Background: an optimization exercise with open tools, aiming at small area, a short achievable clock period and few clock cycles per item. Do not read the settings as production practice. Function was checked by simulation only, so behaviour that the tests miss may differ from the original. Power figures rest on the tool's default switching activity, not on a simulated workload.

<file path="design/flow/flow/run.sh">
#!/bin/bash
# The standard layout, except that the port buffers are sky130_fd_sc_hd__buf_1
# cells rather than ORFS's default delay buffers, and timing repair aims for
# 5.5 ns of setup slack. Each run's output goes to its own log.
set -euo pipefail
export BUFFER_PORTS_ARGS="-buffer_cell sky130_fd_sc_hd__buf_1"
export SETUP_SLACK_MARGIN=5.5
bash standard.sh synth > synth.log 2>&1
bash standard.sh > layout.log 2>&1
</file>
<file path="design/flow/standard.sh">
#!/bin/bash
# synth_recipe.tcl (not shown) runs the flow's synth.tcl, then flattens the netlist and writes it again
# the make line also repeats each setting of config.mk as NAME=value (left out here)
make -C /OpenROAD-flow-scripts/flow DESIGN_CONFIG=/design/flow/config.mk WORK_HOME=/design/flow/orfs CLKGATE_MAP_FILE= SYNTH_SCRIPT=/design/flow/synth_recipe.tcl "${@:-finish}"
</file>
<file path="design/flow/config.mk">
export PLATFORM = sky130hd
export DESIGN_NAME = RGB2YUV
export DESIGN_NICKNAME = RGB2YUV
export VERILOG_FILES = /design/flow/design.v
export SDC_FILE = /design/flow/constraint.sdc
export NUM_CORES = 4
export LEC_CHECK = 0
export CAP_MARGIN = 20
export CORE_MARGIN = 2
export CORE_UTILIZATION = 55
export SLEW_MARGIN = 20
export SYNTH_HIERARCHICAL = 1
export SYNTH_MINIMUM_KEEP_SIZE = 0
</file>
<file path="design/flow/constraint.sdc">
create_clock -name core_clock -period 10.0 [get_ports {clk}]
set_input_delay 2.0000 -clock core_clock [delete_from_list [all_inputs] [get_ports {clk}]]
set_output_delay 2.0000 -clock core_clock [all_outputs]
set_load 0.01 [all_outputs]
</file>
<file path="design/flow/design.v">
`timescale 1ns/1ps
module RGB2YUV (start, clk, rst_n, inportR, inportG, inportB, done, outportY, outportU, outportV);
	input start, clk, rst_n;
	input [8:0] inportR, inportG, inportB;
	output done;
	output [8:0] outportY, outportU, outportV;
	wire [8:0] y, u, v;
	wire n_inportR_0 = ~inportR[0];
	wire n_inportR_1 = ~inportR[1];
	wire n_inportR_2 = ~inportR[2];
	wire n_inportR_3 = ~inportR[3];
	wire n_inportR_4 = ~inportR[4];
	wire n_inportR_5 = ~inportR[5];
	wire n_inportR_6 = ~inportR[6];
	wire n_inportR_7 = ~inportR[7];
	wire s1;
	wire c2;
	FA fa_s1 (.a(inportR[2]), .b(inportR[0]), .c(n_inportR_4), .s(s1), .co(c2));
	wire s3;
	wire c4;
	FA fa_s3 (.a(inportR[3]), .b(inportR[1]), .c(n_inportR_5), .s(s3), .co(c4));
	wire g5;
	assign g5 = n_inportR_0 & 1'b1;
	wire g6;
	assign g6 = n_inportR_0 | 1'b1;
	wire g7;
	assign g7 = n_inportR_2 & inportR[0];
	wire g8;
	assign g8 = n_inportR_2 | inportR[0];
	wire g9;
	assign g9 = n_inportR_3 & inportR[1];
	wire g10;
	assign g10 = n_inportR_3 | inportR[1];
	wire g11;
	assign g11 = c2 & s3;
	wire g12;
	assign g12 = c2 | s3;
	wire g13;
	assign g13 = n_inportR_1 & g5;
	wire g14;
	assign g14 = n_inportR_1 & g6;
	wire g15;
	assign g15 = g8 & n_inportR_1;
	wire g16;
	assign g16 = g9 | (g10 & g7);
	wire g17;
	assign g17 = g10 & g8;
	wire g18;
	assign g18 = s1 & g9;
	wire g19;
	assign g19 = s1 & g10;
	wire g20;
	assign g20 = g12 & s1;
	wire g21;
	assign g21 = g7 | (g15 & g5);
	wire g22;
	assign g22 = g16 | (g17 & g13);
	wire g23;
	assign g23 = g17 & g14;
	wire g24;
	assign g24 = g18 | (g19 & g7);
	wire g25;
	assign g25 = g19 & g15;
	wire g26;
	assign g26 = g11 | (g20 & g16);
	wire g27;
	assign g27 = g20 & g17;
	wire g28;
	assign g28 = g24 | (g25 & g5);
	wire g29;
	assign g29 = g26 | (g27 & g13);
	wire n_inportG_0 = ~inportG[0];
	wire n_inportG_1 = ~inportG[1];
	wire n_inportG_2 = ~inportG[2];
	wire n_inportG_3 = ~inportG[3];
	wire n_inportG_4 = ~inportG[4];
	wire n_inportG_5 = ~inportG[5];
	wire n_inportG_6 = ~inportG[6];
	wire n_inportG_7 = ~inportG[7];
	wire s30;
	wire c31;
	FA fa_s30 (.a(1'b1), .b(n_inportG_2), .c(n_inportG_0), .s(s30), .co(c31));
	wire s32;
	wire c33;
	FA fa_s32 (.a(n_inportG_3), .b(n_inportG_1), .c(c31), .s(s32), .co(c33));
	wire s34;
	wire c35;
	FA fa_s34 (.a(inportG[0]), .b(n_inportG_4), .c(n_inportG_2), .s(s34), .co(c35));
	wire s36;
	wire c37;
	FA fa_s36 (.a(inportG[1]), .b(n_inportG_5), .c(n_inportG_3), .s(s36), .co(c37));
	wire s38;
	wire c39;
	FA fa_s38 (.a(inportG[2]), .b(inportG[0]), .c(n_inportG_6), .s(s38), .co(c39));
	wire s40;
	wire c41;
	FA fa_s40 (.a(n_inportG_4), .b(c37), .c(s38), .s(s40), .co(c41));
	wire g42;
	assign g42 = n_inportG_0 & 1'b1;
	wire g43;
	assign g43 = n_inportG_0 | 1'b1;
	wire g44;
	assign g44 = c33 & s34;
	wire g45;
	assign g45 = c33 | s34;
	wire g46;
	assign g46 = c35 & s36;
	wire g47;
	assign g47 = c35 | s36;
	wire g48;
	assign g48 = n_inportG_1 & g42;
	wire g49;
	assign g49 = n_inportG_1 & g43;
	wire g50;
	assign g50 = s30 & n_inportG_1;
	wire g51;
	assign g51 = s32 & s30;
	wire g52;
	assign g52 = g45 & s32;
	wire g53;
	assign g53 = g46 | (g47 & g44);
	wire g54;
	assign g54 = g47 & g45;
	wire g55;
	assign g55 = s40 & g46;
	wire g56;
	assign g56 = s40 & g47;
	wire g57;
	assign g57 = g50 & g42;
	wire g58;
	assign g58 = g51 & g48;
	wire g59;
	assign g59 = g51 & g49;
	wire g60;
	assign g60 = g52 & g50;
	wire g61;
	assign g61 = g54 & g51;
	wire g62;
	assign g62 = g55 | (g56 & g44);
	wire g63;
	assign g63 = g56 & g52;
	wire g64;
	assign g64 = g44 | (g60 & g42);
	wire g65;
	assign g65 = g53 | (g61 & g48);
	wire g66;
	assign g66 = g62 | (g63 & g57);
	wire n_inportB_0 = ~inportB[0];
	wire n_inportB_1 = ~inportB[1];
	wire n_inportB_2 = ~inportB[2];
	wire n_inportB_3 = ~inportB[3];
	wire n_inportB_4 = ~inportB[4];
	wire n_inportB_5 = ~inportB[5];
	wire n_inportB_6 = ~inportB[6];
	wire n_inportB_7 = ~inportB[7];
	wire s67;
	wire c68;
	FA fa_s67 (.a(inportB[2]), .b(1'b1), .c(n_inportB_0), .s(s67), .co(c68));
	wire s69;
	wire c70;
	FA fa_s69 (.a(inportB[3]), .b(n_inportB_1), .c(c68), .s(s69), .co(c70));
	wire s71;
	wire c72;
	assign s71 = inportB[4] ^ n_inportB_2;
	assign c72 = inportB[4] & n_inportB_2;
	wire s73;
	wire c74;
	FA fa_s73 (.a(inportB[5]), .b(inportB[0]), .c(n_inportB_3), .s(s73), .co(c74));
	wire s75;
	wire c76;
	FA fa_s75 (.a(inportB[6]), .b(inportB[1]), .c(n_inportB_4), .s(s75), .co(c76));
	wire s77;
	wire c78;
	FA fa_s77 (.a(inportB[7]), .b(inportB[2]), .c(n_inportB_5), .s(s77), .co(c78));
	wire g79;
	assign g79 = c70 & s71;
	wire g80;
	assign g80 = c70 | s71;
	wire g81;
	assign g81 = c72 & s73;
	wire g82;
	assign g82 = c72 | s73;
	wire g83;
	assign g83 = c74 & s75;
	wire g84;
	assign g84 = c74 | s75;
	wire g85;
	assign g85 = c76 & s77;
	wire g86;
	assign g86 = c76 | s77;
	wire g87;
	assign g87 = inportB[1] & inportB[0];
	wire g88;
	assign g88 = s67 & inportB[1];
	wire g89;
	assign g89 = s69 & s67;
	wire g90;
	assign g90 = g80 & s69;
	wire g91;
	assign g91 = g81 | (g82 & g79);
	wire g92;
	assign g92 = g82 & g80;
	wire g93;
	assign g93 = g83 | (g84 & g81);
	wire g94;
	assign g94 = g84 & g82;
	wire g95;
	assign g95 = g85 | (g86 & g83);
	wire g96;
	assign g96 = g86 & g84;
	wire g97;
	assign g97 = g89 & g87;
	wire g98;
	assign g98 = g90 & g88;
	wire g99;
	assign g99 = g92 & g89;
	wire g100;
	assign g100 = g93 | (g94 & g79);
	wire g101;
	assign g101 = g94 & g90;
	wire g102;
	assign g102 = g95 | (g96 & g91);
	wire g103;
	assign g103 = g96 & g92;
	wire g104;
	assign g104 = g103 & g97;
	wire [8:0] sg_y;
	function [8:0] f_y;
		input [2:0] s;
		case (s)
			3'd0: f_y = 9'd494;
			3'd1: f_y = 9'd418;
			3'd2: f_y = 9'd344;
			3'd3: f_y = 9'd268;
			3'd4: f_y = 9'd465;
			3'd5: f_y = 9'd389;
			3'd6: f_y = 9'd315;
			3'd7: f_y = 9'd239;
			default: f_y = 9'd0;
		endcase
	endfunction
	assign sg_y = f_y({inportB[8], inportG[8], inportR[8]});
	wire s105;
	wire c106;
	FA fa_s105 (.a(inportR[4]), .b(inportR[2]), .c(inportG[3]), .s(s105), .co(c106));
	wire s107;
	wire c108;
	FA fa_s107 (.a(inportG[1]), .b(inportB[3]), .c(n_inportR_6), .s(s107), .co(c108));
	wire s109;
	wire c110;
	FA fa_s109 (.a(n_inportG_7), .b(n_inportG_5), .c(n_inportB_6), .s(s109), .co(c110));
	wire s111;
	wire c112;
	FA fa_s111 (.a(c4), .b(c39), .c(c78), .s(s111), .co(c112));
	wire s113;
	wire c114;
	FA fa_s113 (.a(sg_y[0]), .b(s105), .c(s107), .s(s113), .co(c114));
	wire s115;
	wire c116;
	FA fa_s115 (.a(s109), .b(s111), .c(c41), .s(s115), .co(c116));
	wire s117;
	wire c118;
	FA fa_s117 (.a(s113), .b(g29), .c(g102), .s(s117), .co(c118));
	wire s119;
	wire c120;
	FA fa_s119 (.a(inportR[5]), .b(inportR[3]), .c(inportG[4]), .s(s119), .co(c120));
	wire s121;
	wire c122;
	FA fa_s121 (.a(inportG[2]), .b(inportB[4]), .c(n_inportR_7), .s(s121), .co(c122));
	wire s123;
	wire c124;
	FA fa_s123 (.a(n_inportG_6), .b(n_inportB_7), .c(c106), .s(s123), .co(c124));
	wire s125;
	wire c126;
	FA fa_s125 (.a(c108), .b(c110), .c(sg_y[1]), .s(s125), .co(c126));
	wire s127;
	wire c128;
	FA fa_s127 (.a(s119), .b(s121), .c(c112), .s(s127), .co(c128));
	wire s129;
	wire c130;
	FA fa_s129 (.a(s123), .b(c114), .c(s125), .s(s129), .co(c130));
	wire s131;
	wire c132;
	FA fa_s131 (.a(c116), .b(s127), .c(s129), .s(s131), .co(c132));
	wire s133;
	wire c134;
	FA fa_s133 (.a(inportR[6]), .b(inportR[4]), .c(inportG[5]), .s(s133), .co(c134));
	wire s135;
	wire c136;
	FA fa_s135 (.a(inportG[3]), .b(inportB[5]), .c(n_inportG_7), .s(s135), .co(c136));
	wire s137;
	wire c138;
	FA fa_s137 (.a(c120), .b(c122), .c(sg_y[2]), .s(s137), .co(c138));
	wire s139;
	wire c140;
	FA fa_s139 (.a(s133), .b(s135), .c(c124), .s(s139), .co(c140));
	wire s141;
	wire c142;
	FA fa_s141 (.a(c126), .b(s137), .c(c128), .s(s141), .co(c142));
	wire s143;
	wire c144;
	FA fa_s143 (.a(s139), .b(c130), .c(s141), .s(s143), .co(c144));
	wire s145;
	wire c146;
	FA fa_s145 (.a(inportR[7]), .b(inportR[5]), .c(inportG[6]), .s(s145), .co(c146));
	wire s147;
	wire c148;
	FA fa_s147 (.a(inportG[4]), .b(inportB[6]), .c(c134), .s(s147), .co(c148));
	wire s149;
	wire c150;
	FA fa_s149 (.a(c136), .b(sg_y[3]), .c(s145), .s(s149), .co(c150));
	wire s151;
	wire c152;
	FA fa_s151 (.a(c138), .b(s147), .c(s149), .s(s151), .co(c152));
	wire s153;
	wire c154;
	FA fa_s153 (.a(c140), .b(s151), .c(c142), .s(s153), .co(c154));
	wire s155;
	wire c156;
	FA fa_s155 (.a(inportR[6]), .b(inportG[7]), .c(inportG[5]), .s(s155), .co(c156));
	wire s157;
	wire c158;
	FA fa_s157 (.a(inportB[7]), .b(c146), .c(sg_y[4]), .s(s157), .co(c158));
	wire s159;
	wire c160;
	FA fa_s159 (.a(s155), .b(c148), .c(c150), .s(s159), .co(c160));
	wire s161;
	wire c162;
	FA fa_s161 (.a(s157), .b(c152), .c(s159), .s(s161), .co(c162));
	wire s163;
	wire c164;
	FA fa_s163 (.a(inportR[7]), .b(inportG[6]), .c(c156), .s(s163), .co(c164));
	wire s165;
	wire c166;
	FA fa_s165 (.a(sg_y[5]), .b(c158), .c(s163), .s(s165), .co(c166));
	wire s167;
	wire c168;
	FA fa_s167 (.a(c160), .b(s165), .c(c162), .s(s167), .co(c168));
	wire s169;
	wire c170;
	FA fa_s169 (.a(inportG[7]), .b(sg_y[6]), .c(c164), .s(s169), .co(c170));
	wire s171;
	wire c172;
	assign s171 = c166 ^ s169;
	assign c172 = c166 & s169;
	wire s173;
	wire c174;
	FA fa_s173 (.a(sg_y[7]), .b(c170), .c(c172), .s(s173), .co(c174));
	reg [15:0] st_y;
	wire [15:0] nx_y = {g66, (sg_y[8] ^ c174), s173, s171, c168, s167, s161, c154, s153, c144, s143, c132, s131, c118, s117, s115};
	wire g175;
	assign g175 = st_y[0] & st_y[1];
	wire g176;
	assign g176 = st_y[0] | st_y[1];
	wire g177;
	assign g177 = st_y[2] & st_y[3];
	wire g178;
	assign g178 = st_y[2] | st_y[3];
	wire g179;
	assign g179 = st_y[4] & st_y[5];
	wire g180;
	assign g180 = st_y[4] | st_y[5];
	wire g181;
	assign g181 = st_y[6] & st_y[7];
	wire g182;
	assign g182 = st_y[6] | st_y[7];
	wire g183;
	assign g183 = st_y[8] & st_y[9];
	wire g184;
	assign g184 = st_y[8] | st_y[9];
	wire g185;
	assign g185 = st_y[11] & st_y[12];
	wire g186;
	assign g186 = st_y[11] | st_y[12];
	wire g187;
	assign g187 = g175 | (g176 & st_y[15]);
	wire g188;
	assign g188 = g177 | (g178 & g175);
	wire g189;
	assign g189 = g178 & g176;
	wire g190;
	assign g190 = g179 | (g180 & g177);
	wire g191;
	assign g191 = g180 & g178;
	wire g192;
	assign g192 = g181 | (g182 & g179);
	wire g193;
	assign g193 = g182 & g180;
	wire g194;
	assign g194 = g183 | (g184 & g181);
	wire g195;
	assign g195 = g184 & g182;
	wire g196;
	assign g196 = st_y[10] & g183;
	wire g197;
	assign g197 = st_y[10] & g184;
	wire g198;
	assign g198 = g186 & st_y[10];
	wire g199;
	assign g199 = st_y[13] & g185;
	wire g200;
	assign g200 = st_y[13] & g186;
	wire g201;
	assign g201 = g188 | (g189 & st_y[15]);
	wire g202;
	assign g202 = g190 | (g191 & g187);
	wire g203;
	assign g203 = g192 | (g193 & g188);
	wire g204;
	assign g204 = g193 & g189;
	wire g205;
	assign g205 = g194 | (g195 & g190);
	wire g206;
	assign g206 = g195 & g191;
	wire g207;
	assign g207 = g196 | (g197 & g192);
	wire g208;
	assign g208 = g197 & g193;
	wire g209;
	assign g209 = g185 | (g198 & g194);
	wire g210;
	assign g210 = g198 & g195;
	wire g211;
	assign g211 = g199 | (g200 & g196);
	wire g212;
	assign g212 = g200 & g197;
	wire g213;
	assign g213 = g203 | (g204 & st_y[15]);
	wire g214;
	assign g214 = g205 | (g206 & g187);
	wire g215;
	assign g215 = g207 | (g208 & g201);
	wire g216;
	assign g216 = g209 | (g210 & g202);
	wire g217;
	assign g217 = g211 | (g212 & g203);
	wire g218;
	assign g218 = g212 & g204;
	wire g219;
	assign g219 = g217 | (g218 & st_y[15]);
	assign y = {(st_y[14] ^ g219), (st_y[13] ^ g216), (st_y[11] ^ st_y[12] ^ g215), (st_y[10] ^ g214), (st_y[8] ^ st_y[9] ^ g213), (st_y[6] ^ st_y[7] ^ g202), (st_y[4] ^ st_y[5] ^ g201), (st_y[2] ^ st_y[3] ^ g187), (st_y[0] ^ st_y[1] ^ st_y[15])};
	wire s220;
	wire c221;
	FA fa_s220 (.a(inportR[4]), .b(inportR[2]), .c(inportR[0]), .s(s220), .co(c221));
	wire s222;
	wire c223;
	FA fa_s222 (.a(inportR[5]), .b(inportR[3]), .c(inportR[1]), .s(s222), .co(c223));
	wire s224;
	wire c225;
	FA fa_s224 (.a(inportR[6]), .b(inportR[4]), .c(inportR[2]), .s(s224), .co(c225));
	wire s226;
	wire c227;
	FA fa_s226 (.a(1'b1), .b(n_inportR_0), .c(c223), .s(s226), .co(c227));
	wire s228;
	wire c229;
	FA fa_s228 (.a(inportR[7]), .b(inportR[5]), .c(inportR[3]), .s(s228), .co(c229));
	wire s230;
	wire c231;
	FA fa_s230 (.a(n_inportR_1), .b(c225), .c(s228), .s(s230), .co(c231));
	wire g232;
	assign g232 = inportR[2] & inportR[0];
	wire g233;
	assign g233 = inportR[2] | inportR[0];
	wire g234;
	assign g234 = inportR[3] & inportR[1];
	wire g235;
	assign g235 = inportR[3] | inportR[1];
	wire g236;
	assign g236 = c221 & s222;
	wire g237;
	assign g237 = c221 | s222;
	wire g238;
	assign g238 = s224 & s226;
	wire g239;
	assign g239 = s224 | s226;
	wire g240;
	assign g240 = c227 & s230;
	wire g241;
	assign g241 = c227 | s230;
	wire g242;
	assign g242 = inportR[1] & inportR[0];
	wire g243;
	assign g243 = g233 & inportR[1];
	wire g244;
	assign g244 = g234 | (g235 & g232);
	wire g245;
	assign g245 = g235 & g233;
	wire g246;
	assign g246 = s220 & g234;
	wire g247;
	assign g247 = s220 & g235;
	wire g248;
	assign g248 = g237 & s220;
	wire g249;
	assign g249 = g238 | (g239 & g236);
	wire g250;
	assign g250 = g239 & g237;
	wire g251;
	assign g251 = g240 | (g241 & g238);
	wire g252;
	assign g252 = g241 & g239;
	wire g253;
	assign g253 = g245 & g242;
	wire g254;
	assign g254 = g246 | (g247 & g232);
	wire g255;
	assign g255 = g247 & g243;
	wire g256;
	assign g256 = g236 | (g248 & g244);
	wire g257;
	assign g257 = g248 & g245;
	wire g258;
	assign g258 = g249 | (g250 & g246);
	wire g259;
	assign g259 = g250 & g247;
	wire g260;
	assign g260 = g251 | (g252 & g236);
	wire g261;
	assign g261 = g252 & g248;
	wire g262;
	assign g262 = g258 | (g259 & g232);
	wire g263;
	assign g263 = g260 | (g261 & g244);
	wire g264;
	assign g264 = g261 & g253;
	wire s265;
	wire c266;
	FA fa_s265 (.a(1'b1), .b(n_inportG_2), .c(n_inportG_0), .s(s265), .co(c266));
	wire s267;
	wire c268;
	FA fa_s267 (.a(n_inportG_3), .b(n_inportG_1), .c(c266), .s(s267), .co(c268));
	wire s269;
	wire c270;
	FA fa_s269 (.a(1'b1), .b(n_inportG_4), .c(n_inportG_2), .s(s269), .co(c270));
	wire s271;
	wire c272;
	FA fa_s271 (.a(n_inportG_0), .b(s269), .c(c268), .s(s271), .co(c272));
	wire s273;
	wire c274;
	FA fa_s273 (.a(n_inportG_5), .b(n_inportG_3), .c(n_inportG_1), .s(s273), .co(c274));
	wire s275;
	wire c276;
	FA fa_s275 (.a(c270), .b(s273), .c(c272), .s(s275), .co(c276));
	wire g277;
	assign g277 = n_inportG_0 & 1'b1;
	wire g278;
	assign g278 = n_inportG_0 | 1'b1;
	wire g279;
	assign g279 = n_inportG_1 & g277;
	wire g280;
	assign g280 = n_inportG_1 & g278;
	wire g281;
	assign g281 = s265 & n_inportG_1;
	wire g282;
	assign g282 = s267 & s265;
	wire g283;
	assign g283 = s271 & s267;
	wire g284;
	assign g284 = s275 & s271;
	wire g285;
	assign g285 = g281 & g277;
	wire g286;
	assign g286 = g282 & g279;
	wire g287;
	assign g287 = g282 & g280;
	wire g288;
	assign g288 = g283 & g281;
	wire g289;
	assign g289 = g284 & g282;
	wire g290;
	assign g290 = g288 & g277;
	wire g291;
	assign g291 = g289 & g279;
	wire [8:0] sg_u;
	function [8:0] f_u;
		input [2:0] s;
		case (s)
			3'd0: f_u = 9'd492;
			3'd1: f_u = 9'd364;
			3'd2: f_u = 9'd23;
			3'd3: f_u = 9'd407;
			3'd4: f_u = 9'd64;
			3'd5: f_u = 9'd448;
			3'd6: f_u = 9'd107;
			3'd7: f_u = 9'd491;
			default: f_u = 9'd0;
		endcase
	endfunction
	assign sg_u = f_u({inportG[8], inportR[8], inportB[8]});
	wire s292;
	wire c293;
	FA fa_s292 (.a(inportB[1]), .b(inportR[6]), .c(inportR[4]), .s(s292), .co(c293));
	wire s294;
	wire c295;
	FA fa_s294 (.a(n_inportR_2), .b(n_inportG_6), .c(n_inportG_4), .s(s294), .co(c295));
	wire s296;
	wire c297;
	FA fa_s296 (.a(n_inportG_2), .b(c229), .c(c274), .s(s296), .co(c297));
	wire s298;
	wire c299;
	FA fa_s298 (.a(sg_u[0]), .b(s292), .c(s294), .s(s298), .co(c299));
	wire s300;
	wire c301;
	FA fa_s300 (.a(c231), .b(s296), .c(s298), .s(s300), .co(c301));
	wire s302;
	wire c303;
	FA fa_s302 (.a(s300), .b(c276), .c(g263), .s(s302), .co(c303));
	wire s304;
	wire c305;
	FA fa_s304 (.a(inportB[2]), .b(inportR[7]), .c(inportR[5]), .s(s304), .co(c305));
	wire s306;
	wire c307;
	FA fa_s306 (.a(n_inportR_3), .b(n_inportG_7), .c(n_inportG_5), .s(s306), .co(c307));
	wire s308;
	wire c309;
	FA fa_s308 (.a(n_inportG_3), .b(c293), .c(c295), .s(s308), .co(c309));
	wire s310;
	wire c311;
	FA fa_s310 (.a(sg_u[1]), .b(s304), .c(s306), .s(s310), .co(c311));
	wire s312;
	wire c313;
	FA fa_s312 (.a(c297), .b(s308), .c(c299), .s(s312), .co(c313));
	wire s314;
	wire c315;
	FA fa_s314 (.a(s310), .b(c301), .c(s312), .s(s314), .co(c315));
	wire s316;
	wire c317;
	FA fa_s316 (.a(inportB[3]), .b(inportR[6]), .c(n_inportR_4), .s(s316), .co(c317));
	wire s318;
	wire c319;
	FA fa_s318 (.a(n_inportG_6), .b(n_inportG_4), .c(c305), .s(s318), .co(c319));
	wire s320;
	wire c321;
	FA fa_s320 (.a(c307), .b(sg_u[2]), .c(s316), .s(s320), .co(c321));
	wire s322;
	wire c323;
	FA fa_s322 (.a(c309), .b(s318), .c(c311), .s(s322), .co(c323));
	wire s324;
	wire c325;
	FA fa_s324 (.a(s320), .b(c313), .c(s322), .s(s324), .co(c325));
	wire s326;
	wire c327;
	FA fa_s326 (.a(inportB[4]), .b(inportR[7]), .c(n_inportR_5), .s(s326), .co(c327));
	wire s328;
	wire c329;
	FA fa_s328 (.a(n_inportG_7), .b(n_inportG_5), .c(c317), .s(s328), .co(c329));
	wire s330;
	wire c331;
	FA fa_s330 (.a(sg_u[3]), .b(s326), .c(c319), .s(s330), .co(c331));
	wire s332;
	wire c333;
	FA fa_s332 (.a(s328), .b(c321), .c(s330), .s(s332), .co(c333));
	wire s334;
	wire c335;
	FA fa_s334 (.a(c323), .b(s332), .c(c325), .s(s334), .co(c335));
	wire s336;
	wire c337;
	FA fa_s336 (.a(inportB[5]), .b(n_inportR_6), .c(n_inportG_6), .s(s336), .co(c337));
	wire s338;
	wire c339;
	FA fa_s338 (.a(c327), .b(sg_u[4]), .c(s336), .s(s338), .co(c339));
	wire s340;
	wire c341;
	FA fa_s340 (.a(c329), .b(s338), .c(c331), .s(s340), .co(c341));
	wire s342;
	wire c343;
	assign s342 = c333 ^ s340;
	assign c343 = c333 & s340;
	wire s344;
	wire c345;
	FA fa_s344 (.a(inportB[6]), .b(n_inportR_7), .c(n_inportG_7), .s(s344), .co(c345));
	wire s346;
	wire c347;
	FA fa_s346 (.a(c337), .b(sg_u[5]), .c(s344), .s(s346), .co(c347));
	wire s348;
	wire c349;
	FA fa_s348 (.a(c339), .b(s346), .c(c341), .s(s348), .co(c349));
	wire s350;
	wire c351;
	FA fa_s350 (.a(inportB[7]), .b(c345), .c(sg_u[6]), .s(s350), .co(c351));
	wire s352;
	wire c353;
	assign s352 = c347 ^ s350;
	assign c353 = c347 & s350;
	wire s354;
	wire c355;
	FA fa_s354 (.a(sg_u[7]), .b(c351), .c(c353), .s(s354), .co(c355));
	reg [14:0] st_u;
	wire [14:0] nx_u = {g291, (sg_u[8] ^ c355), s354, s352, c349, s348, c343, s342, c335, s334, s324, c315, s314, c303, s302};
	wire g356;
	assign g356 = st_u[1] & st_u[2];
	wire g357;
	assign g357 = st_u[1] | st_u[2];
	wire g358;
	assign g358 = st_u[3] & st_u[4];
	wire g359;
	assign g359 = st_u[3] | st_u[4];
	wire g360;
	assign g360 = st_u[6] & st_u[7];
	wire g361;
	assign g361 = st_u[6] | st_u[7];
	wire g362;
	assign g362 = st_u[8] & st_u[9];
	wire g363;
	assign g363 = st_u[8] | st_u[9];
	wire g364;
	assign g364 = st_u[10] & st_u[11];
	wire g365;
	assign g365 = st_u[10] | st_u[11];
	wire g366;
	assign g366 = st_u[0] & st_u[14];
	wire g367;
	assign g367 = g357 & st_u[0];
	wire g368;
	assign g368 = g358 | (g359 & g356);
	wire g369;
	assign g369 = g359 & g357;
	wire g370;
	assign g370 = st_u[5] & g358;
	wire g371;
	assign g371 = st_u[5] & g359;
	wire g372;
	assign g372 = g361 & st_u[5];
	wire g373;
	assign g373 = g362 | (g363 & g360);
	wire g374;
	assign g374 = g363 & g361;
	wire g375;
	assign g375 = g364 | (g365 & g362);
	wire g376;
	assign g376 = g365 & g363;
	wire g377;
	assign g377 = st_u[12] & g364;
	wire g378;
	assign g378 = st_u[12] & g365;
	wire g379;
	assign g379 = g356 | (g367 & st_u[14]);
	wire g380;
	assign g380 = g368 | (g369 & g366);
	wire g381;
	assign g381 = g370 | (g371 & g356);
	wire g382;
	assign g382 = g371 & g367;
	wire g383;
	assign g383 = g360 | (g372 & g368);
	wire g384;
	assign g384 = g372 & g369;
	wire g385;
	assign g385 = g373 | (g374 & g370);
	wire g386;
	assign g386 = g374 & g371;
	wire g387;
	assign g387 = g375 | (g376 & g360);
	wire g388;
	assign g388 = g376 & g372;
	wire g389;
	assign g389 = g377 | (g378 & g373);
	wire g390;
	assign g390 = g378 & g374;
	wire g391;
	assign g391 = g381 | (g382 & st_u[14]);
	wire g392;
	assign g392 = g383 | (g384 & g366);
	wire g393;
	assign g393 = g385 | (g386 & g379);
	wire g394;
	assign g394 = g387 | (g388 & g380);
	wire g395;
	assign g395 = g389 | (g390 & g381);
	wire g396;
	assign g396 = g390 & g382;
	wire g397;
	assign g397 = g395 | (g396 & st_u[14]);
	assign u = {(st_u[13] ^ g397), (st_u[12] ^ g394), (st_u[10] ^ st_u[11] ^ g393), (st_u[8] ^ st_u[9] ^ g392), (st_u[6] ^ st_u[7] ^ g391), (st_u[5] ^ g380), (st_u[3] ^ st_u[4] ^ g379), (st_u[1] ^ st_u[2] ^ g366), (st_u[0] ^ st_u[14])};
	wire s398;
	wire c399;
	FA fa_s398 (.a(inportG[4]), .b(inportG[2]), .c(inportG[0]), .s(s398), .co(c399));
	wire s400;
	wire c401;
	FA fa_s400 (.a(inportG[5]), .b(inportG[3]), .c(inportG[1]), .s(s400), .co(c401));
	wire s402;
	wire c403;
	FA fa_s402 (.a(inportG[6]), .b(inportG[4]), .c(inportG[2]), .s(s402), .co(c403));
	wire s404;
	wire c405;
	FA fa_s404 (.a(inportG[7]), .b(inportG[5]), .c(inportG[3]), .s(s404), .co(c405));
	wire s406;
	wire c407;
	FA fa_s406 (.a(1'b1), .b(n_inportG_0), .c(c403), .s(s406), .co(c407));
	wire g408;
	assign g408 = inportG[2] & inportG[0];
	wire g409;
	assign g409 = inportG[2] | inportG[0];
	wire g410;
	assign g410 = inportG[3] & inportG[1];
	wire g411;
	assign g411 = inportG[3] | inportG[1];
	wire g412;
	assign g412 = c399 & s400;
	wire g413;
	assign g413 = c399 | s400;
	wire g414;
	assign g414 = c401 & s402;
	wire g415;
	assign g415 = c401 | s402;
	wire g416;
	assign g416 = s404 & s406;
	wire g417;
	assign g417 = s404 | s406;
	wire g418;
	assign g418 = inportG[1] & inportG[0];
	wire g419;
	assign g419 = g409 & inportG[1];
	wire g420;
	assign g420 = g410 | (g411 & g408);
	wire g421;
	assign g421 = g411 & g409;
	wire g422;
	assign g422 = s398 & g410;
	wire g423;
	assign g423 = s398 & g411;
	wire g424;
	assign g424 = g413 & s398;
	wire g425;
	assign g425 = g414 | (g415 & g412);
	wire g426;
	assign g426 = g415 & g413;
	wire g427;
	assign g427 = g416 | (g417 & g414);
	wire g428;
	assign g428 = g417 & g415;
	wire g429;
	assign g429 = g421 & g418;
	wire g430;
	assign g430 = g422 | (g423 & g408);
	wire g431;
	assign g431 = g423 & g419;
	wire g432;
	assign g432 = g412 | (g424 & g420);
	wire g433;
	assign g433 = g424 & g421;
	wire g434;
	assign g434 = g425 | (g426 & g422);
	wire g435;
	assign g435 = g426 & g423;
	wire g436;
	assign g436 = g427 | (g428 & g412);
	wire g437;
	assign g437 = g428 & g424;
	wire g438;
	assign g438 = g434 | (g435 & g408);
	wire g439;
	assign g439 = g436 | (g437 & g420);
	wire g440;
	assign g440 = g437 & g429;
	wire s441;
	wire c442;
	FA fa_s441 (.a(1'b1), .b(n_inportB_2), .c(n_inportB_0), .s(s441), .co(c442));
	wire s443;
	wire c444;
	FA fa_s443 (.a(n_inportB_3), .b(n_inportB_1), .c(c442), .s(s443), .co(c444));
	wire s445;
	wire c446;
	assign s445 = n_inportB_4 ^ n_inportB_2;
	assign c446 = n_inportB_4 & n_inportB_2;
	wire s447;
	wire c448;
	FA fa_s447 (.a(n_inportB_5), .b(n_inportB_3), .c(c446), .s(s447), .co(c448));
	wire g449;
	assign g449 = n_inportB_0 & 1'b1;
	wire g450;
	assign g450 = n_inportB_0 | 1'b1;
	wire g451;
	assign g451 = c444 & s445;
	wire g452;
	assign g452 = c444 | s445;
	wire g453;
	assign g453 = n_inportB_1 & g449;
	wire g454;
	assign g454 = n_inportB_1 & g450;
	wire g455;
	assign g455 = s441 & n_inportB_1;
	wire g456;
	assign g456 = s443 & s441;
	wire g457;
	assign g457 = g452 & s443;
	wire g458;
	assign g458 = s447 & g451;
	wire g459;
	assign g459 = s447 & g452;
	wire g460;
	assign g460 = g455 & g449;
	wire g461;
	assign g461 = g456 & g453;
	wire g462;
	assign g462 = g456 & g454;
	wire g463;
	assign g463 = g457 & g455;
	wire g464;
	assign g464 = g459 & g456;
	wire g465;
	assign g465 = g451 | (g463 & g449);
	wire g466;
	assign g466 = g458 | (g464 & g453);
	wire [8:0] sg_v;
	function [8:0] f_v;
		input [2:0] s;
		case (s)
			3'd0: f_v = 9'd492;
			3'd1: f_v = 9'd364;
			3'd2: f_v = 9'd87;
			3'd3: f_v = 9'd471;
			3'd4: f_v = 9'd0;
			3'd5: f_v = 9'd384;
			3'd6: f_v = 9'd107;
			3'd7: f_v = 9'd491;
			default: f_v = 9'd0;
		endcase
	endfunction
	assign sg_v = f_v({inportB[8], inportG[8], inportR[8]});
	wire s467;
	wire c468;
	FA fa_s467 (.a(inportR[1]), .b(inportG[6]), .c(inportG[4]), .s(s467), .co(c468));
	wire s469;
	wire c470;
	FA fa_s469 (.a(n_inportG_1), .b(n_inportB_6), .c(n_inportB_4), .s(s469), .co(c470));
	wire s471;
	wire c472;
	FA fa_s471 (.a(c405), .b(sg_v[0]), .c(s467), .s(s471), .co(c472));
	wire s473;
	wire c474;
	FA fa_s473 (.a(s469), .b(c448), .c(c407), .s(s473), .co(c474));
	wire s475;
	wire c476;
	FA fa_s475 (.a(s471), .b(s473), .c(g466), .s(s475), .co(c476));
	wire s477;
	wire c478;
	FA fa_s477 (.a(inportR[2]), .b(inportG[7]), .c(inportG[5]), .s(s477), .co(c478));
	wire s479;
	wire c480;
	FA fa_s479 (.a(n_inportG_2), .b(n_inportB_7), .c(n_inportB_5), .s(s479), .co(c480));
	wire s481;
	wire c482;
	FA fa_s481 (.a(c468), .b(c470), .c(sg_v[1]), .s(s481), .co(c482));
	wire s483;
	wire c484;
	FA fa_s483 (.a(s477), .b(s479), .c(c472), .s(s483), .co(c484));
	wire s485;
	wire c486;
	FA fa_s485 (.a(s481), .b(c474), .c(s483), .s(s485), .co(c486));
	wire s487;
	wire c488;
	FA fa_s487 (.a(inportR[3]), .b(inportG[6]), .c(n_inportG_3), .s(s487), .co(c488));
	wire s489;
	wire c490;
	FA fa_s489 (.a(n_inportB_6), .b(c478), .c(c480), .s(s489), .co(c490));
	wire s491;
	wire c492;
	FA fa_s491 (.a(sg_v[2]), .b(s487), .c(c482), .s(s491), .co(c492));
	wire s493;
	wire c494;
	FA fa_s493 (.a(s489), .b(c484), .c(s491), .s(s493), .co(c494));
	wire s495;
	wire c496;
	FA fa_s495 (.a(inportR[4]), .b(inportG[7]), .c(n_inportG_4), .s(s495), .co(c496));
	wire s497;
	wire c498;
	FA fa_s497 (.a(n_inportB_7), .b(c488), .c(sg_v[3]), .s(s497), .co(c498));
	wire s499;
	wire c500;
	FA fa_s499 (.a(s495), .b(c490), .c(s497), .s(s499), .co(c500));
	wire s501;
	wire c502;
	FA fa_s501 (.a(c492), .b(s499), .c(c494), .s(s501), .co(c502));
	wire s503;
	wire c504;
	FA fa_s503 (.a(inportR[5]), .b(n_inportG_5), .c(c496), .s(s503), .co(c504));
	wire s505;
	wire c506;
	FA fa_s505 (.a(sg_v[4]), .b(c498), .c(s503), .s(s505), .co(c506));
	wire s507;
	wire c508;
	assign s507 = c500 ^ s505;
	assign c508 = c500 & s505;
	wire s509;
	wire c510;
	FA fa_s509 (.a(inportR[6]), .b(n_inportG_6), .c(sg_v[5]), .s(s509), .co(c510));
	wire s511;
	wire c512;
	FA fa_s511 (.a(c504), .b(s509), .c(c506), .s(s511), .co(c512));
	wire s513;
	wire c514;
	FA fa_s513 (.a(inportR[7]), .b(n_inportG_7), .c(sg_v[6]), .s(s513), .co(c514));
	wire s515;
	wire c516;
	assign s515 = c510 ^ s513;
	assign c516 = c510 & s513;
	wire s517;
	wire c518;
	FA fa_s517 (.a(sg_v[7]), .b(c514), .c(c516), .s(s517), .co(c518));
	reg [14:0] st_v;
	wire [14:0] nx_v = {g439, (sg_v[8] ^ c518), s517, s515, c512, s511, c508, s507, c502, s501, s493, c486, s485, c476, s475};
	wire g519;
	assign g519 = st_v[1] & st_v[2];
	wire g520;
	assign g520 = st_v[1] | st_v[2];
	wire g521;
	assign g521 = st_v[3] & st_v[4];
	wire g522;
	assign g522 = st_v[3] | st_v[4];
	wire g523;
	assign g523 = st_v[6] & st_v[7];
	wire g524;
	assign g524 = st_v[6] | st_v[7];
	wire g525;
	assign g525 = st_v[8] & st_v[9];
	wire g526;
	assign g526 = st_v[8] | st_v[9];
	wire g527;
	assign g527 = st_v[10] & st_v[11];
	wire g528;
	assign g528 = st_v[10] | st_v[11];
	wire g529;
	assign g529 = st_v[0] & st_v[14];
	wire g530;
	assign g530 = g520 & st_v[0];
	wire g531;
	assign g531 = g521 | (g522 & g519);
	wire g532;
	assign g532 = g522 & g520;
	wire g533;
	assign g533 = st_v[5] & g521;
	wire g534;
	assign g534 = st_v[5] & g522;
	wire g535;
	assign g535 = g524 & st_v[5];
	wire g536;
	assign g536 = g525 | (g526 & g523);
	wire g537;
	assign g537 = g526 & g524;
	wire g538;
	assign g538 = g527 | (g528 & g525);
	wire g539;
	assign g539 = g528 & g526;
	wire g540;
	assign g540 = st_v[12] & g527;
	wire g541;
	assign g541 = st_v[12] & g528;
	wire g542;
	assign g542 = g519 | (g530 & st_v[14]);
	wire g543;
	assign g543 = g531 | (g532 & g529);
	wire g544;
	assign g544 = g533 | (g534 & g519);
	wire g545;
	assign g545 = g534 & g530;
	wire g546;
	assign g546 = g523 | (g535 & g531);
	wire g547;
	assign g547 = g535 & g532;
	wire g548;
	assign g548 = g536 | (g537 & g533);
	wire g549;
	assign g549 = g537 & g534;
	wire g550;
	assign g550 = g538 | (g539 & g523);
	wire g551;
	assign g551 = g539 & g535;
	wire g552;
	assign g552 = g540 | (g541 & g536);
	wire g553;
	assign g553 = g541 & g537;
	wire g554;
	assign g554 = g544 | (g545 & st_v[14]);
	wire g555;
	assign g555 = g546 | (g547 & g529);
	wire g556;
	assign g556 = g548 | (g549 & g542);
	wire g557;
	assign g557 = g550 | (g551 & g543);
	wire g558;
	assign g558 = g552 | (g553 & g544);
	wire g559;
	assign g559 = g553 & g545;
	wire g560;
	assign g560 = g558 | (g559 & st_v[14]);
	assign v = {(st_v[13] ^ g560), (st_v[12] ^ g557), (st_v[10] ^ st_v[11] ^ g556), (st_v[8] ^ st_v[9] ^ g555), (st_v[6] ^ st_v[7] ^ g554), (st_v[5] ^ g543), (st_v[3] ^ st_v[4] ^ g542), (st_v[1] ^ st_v[2] ^ g529), (st_v[0] ^ st_v[14])};
	assign done = start;
	always @(posedge clk or negedge rst_n) begin
		if (!rst_n) begin
			st_y <= 16'd0;
			st_u <= 15'd0;
			st_v <= 15'd0;
		end else if (start) begin
			st_y <= nx_y;
			st_u <= nx_u;
			st_v <= nx_v;
		end
	end
	assign outportY = y;
	assign outportU = u;
	assign outportV = v;
endmodule
module FA (a, b, c, s, co);
	input a, b, c;
	output s, co;
	assign s = a ^ b ^ c;
	assign co = (a & b) | (a & c) | (b & c);
endmodule
</file>
==> metrics.csv <==
stage,metric,value,unit
placed_design,gp_congestion,0.897,
setup_path,cp-startpoint,inportG[5],
status,status,timing/DRC/antenna clean,
floorplan,die-area,11600,um2
detailed_routing,dr.first_iter.drc_count,202,
final_layout,fin_util,64.6,%
logic_synthesis,yosys.area.top_type,fa_1,
placed_design,placed_cell_area,6330,um2
cts,clkSinkCount,46,
floorplan,core_area,10400,um2
setup_path,r2r-end,st_v[14],
timing,maxSlewHeadroom,53.6,%
setup_path,r2r_setup_slack,9.15,ns
logic_synthesis,synth_edf_count,0,
floorplan,fp-row-count,37,
global_routing,grt_max_degree,81,
setup_path,slowest_stage,fa_1,
cts,cts_tree,yes,
timing,tns,0,ns
floorplan,die_w,108,um
cts,htree_levels,2,
logic_synthesis,synth.most_common_cell,fa_1,
logic_synthesis,synthCells,526,
global_routing,overflow,0,
logic_synthesis,synth_cell_types,43,
timing,slew_violations,0,
setup_path,worstSetupPathType,in2reg,
final_layout,fin_area,6700,um2
floorplan,die_h,108,um
setup_path,endpoint,st_u[5],
logic_synthesis,yosysTopAreaCellShare,41.4,%
logic_synthesis,avgSynthCellArea,11.2,um2
final_layout,multi_input_area,4490,um2
setup_path,crit_fanout,6,
timing,hold_violations,0,
final_layout,area_growth,13.4,%
timing,rsz0062_at_grt,yes,
final_layout,diodes,0,
final_layout,num-fill-cells,861,
setup_path,worstPathCellList,buf_8 > clkinvlp_4 > fa_1 > fa_2 > fa_1 > fa_2 > fa_1 > mux2_2,
cts,hold_buffers,0,
floorplan,io_pins,58,
setup_path,timing.rr.start,st_v[14],
floorplan,start_util,56.9,%
cts,cts_root_buffer,clkbuf_8,
setup_path,worst-r2r-cell-count,1,
global_routing,antenna_found_initial,0,
setup_path,critPathArrivalTime,4.69,ns
power_and_ir_drop,p_leak,2.95,nW
detailed_routing,ant_nets,0,
final_layout,fin_nets,806,
cts,worst_skew_pair.late_latency,0.30,ns
setup_path,crit_required,10.20,ns
detailed_routing,vias_per_cell,5.41,
logic_synthesis,synth_seq_cells,46,
detailed_routing,drc,0,
global_routing,grt_pass1_vias,4267,
logic_synthesis,synth-seq-area-share,19.5,%
power_and_ir_drop,pwr_density_cell,206,nW/um2
detailed_routing,drtPass1Iterations,6,
timing,fmax,222,MHz
setup_path,critPathLaunchType,primary input,
detailed_routing,avgRoutedWirePerCell,17.7,um
detailed_routing,wirelength,13.1,mm
global_routing,grt_usage,25.3,%
logic_synthesis,synthArstFlopShare,100,%
timing,setup_viol,0,
logic_synthesis,ys_top_cells_by_count,"122 x fa_1, 78 x inv_1, 49 x ha_1",
timing,min_period,4.50,ns
final_layout,drive_gt1_share,17.5,%
min_path,hold_class,reg2reg,
cts,cts_made_buffers,5,
detailed_routing,vias,4009,
logic_synthesis,synthFlopType,dfrtp_1,
power_and_ir_drop,peakVddDrop,0.175,mV
timing,worstMarginPinSlew,0.696,ns
timing,skew,0,ns
placed_design,hpwl,11.0,mm
final_layout,regArea,1150,um2
cts,clockBufferDepth,2,
setup_path,end_kind,flip-flop,
cts,clkTransAtPathRegs,0.09,ns
job,maxCapViolations,0,
setup_path,cpMostUsedCell,fa_1,
logic_synthesis,netlist_area,5900,um2
timing,period_share,45.0,%
global_routing,grt_pass1_wl,21.9,mm
logic_synthesis,ys_warn_count,7,
setup_path,slowest_delay,0.52,ns
logic_synthesis,synth.area.top_cells,"fa_1 41%, dfrtp_1 20%, ha_1 10%",
min_path,hold-path-cell-count,2,
placed_design,io_buffers,57,
cell usage in the layout (no fill, tap or decap), types with 3 or more instances in the layout:
cell type,synthesis,final
conb_1,1,7
nand2_1,46,46
ha_1,49,49
inv_2,0,8
fa_1,122,106
maj3_2,3,6
xor2_1,12,12
nor2_1,18,18
maj3_1,6,3
nor2b_1,6,6
mux2_2,9,9
clkinvlp_4,0,7
o21bai_1,3,3
dfrtp_1,46,46
nand2b_1,4,4
o311ai_0,4,4
inv_1,78,63
o41ai_1,3,3
buf_1,1,29
clkbuf_2,0,4
o221ai_1,3,3
a21oi_1,14,14
xnor2_1,15,15
nor3_1,6,6
clkbuf_8,0,6
o21ai_0,43,43
fa_2,0,16
buf_4,1,29
buf_2,0,7
clkbuf_4,0,4
timing repair:
action,4_1_cts,5_1_grt
buffers inserted,12,5
setup endpoints to repair,35,14
cloned,0,0
pin swaps,3,4
hold endpoints to repair,0,0
gates resized for setup,43,27
sequential cells by signal, indices dropped and copies added (netlist names):
name and flops:
st_y 16, st_u 15, st_v 15
per-layer routing:
layer,vias to the layer above,wire length (um),GRT usage (%)
met1,2055,5950,36.8
met3,14,632,4.18
li1,1831,-,-
met4,0,200,6.14
met2,109,6310,40.3
met5,-,0,0
modules after synthesis (local to each module, per instance):
module   cell area (um2)  cells  flip-flops and latches
FA                  20.0      1                       0
RGB2YUV             3480    405                      46
layout make-up:
| cell class | instances | area share (%) |
|---|---|---|
| Clock inverter | 1 | 0.449 |
| Sequential cell | 46 | 17.2 |
| Clock buffer | 6 | 1.23 |
| Timing Repair Buffer | 76 | 6.71 |
| Inverter | 78 | 4.77 |
| Multi-Input combinational cell | 398 | 67.1 |
| Tap cell | 136 | 2.54 |
cell families after synthesis:
| family | synth area share (%) |
|---|---|
| buffers and inverters | 5.66 |
| muxes | 2.23 |
| other | 0.0635 |
| and+or+nand+nor | 6.87 |
| DFF | 19.5 |
| xor gates and xnor gates | 4.01 |
| AOI/OAI and AO/OA | 8.31 |
| adders and majority gates | 53.4 |
report_power, final:
part / internal [W] / switching, W
clock: 0.0000800 / 0.0000628
combinational: 0.000408 / 0.000513
sequential: 0.000260 / 0.0000551
how the worst min path moves through the flow:
stage | from | slack [ns] | endpoint
after CTS | st_u[14] | 0.55 | st_u[14]
after global placement | st_u[14] | 0.50 | st_u[14]
after detailed placement | st_u[14] | 0.52 | st_u[14]
final | st_u[14] | 0.53 | st_u[14]
after floorplan | st_u[14] | 0.46 | st_u[14]
after global routing | st_u[14] | 0.57 | st_u[14]
metrics by stage:
stage,hold WS [ns],total power (W),setup slack [ns],instances
final,0.527,0.00138,5.50,741
after global routing,0.567,0.00154,5.42,741
after CTS,0.545,0.00139,5.45,736
after detailed placement,0.524,0.00123,4.54,717
after global placement,0.499,0.00121,4.60,717
after floorplan,0.462,0.000952,5.39,532
worst max-delay path, delay by kind of cell:
kind | cells | cell delay, ns
multiplexers | 1 | 0.27
buffers and inverters | 2 | 0.26
adder cells (fa/ha/maj) | 5 | 2.16
Testbench counts, summed over its fixed seeds: cycles 3,208, items 3,200.

what the ideal ports hide:
The results above use ideal ports. As a check the final layout listed here was re-extracted and re-timed, cells and wires unchanged.
Step 1 (the two cells are an assumption about what drives the block):
set clk [get_ports {clk}]
set_driving_cell -lib_cell sky130_fd_sc_hd__clkbuf_16 $clk
set_driving_cell -lib_cell sky130_fd_sc_hd__buf_2 [delete_from_list [all_inputs] $clk]
Step 2 also shifts input and output timing later by t, the mid clock arrival at the registers, as if the neighbouring blocks saw the same clock.
a / b / c = ideal / step 1 / step 2; a / b = the first two.
shift t [ns]: 0.335
setup WS [ns]: 5.502 / 5.486 / 5.151
hold slack, ns: 0.527 / 0.527 / 0.527
worst setup path at the end: input to register
After both steps this run still meets setup and hold. For this run, drivers alone change the setup slack by -0.016 ns; drivers and shift together by -0.351 ns.
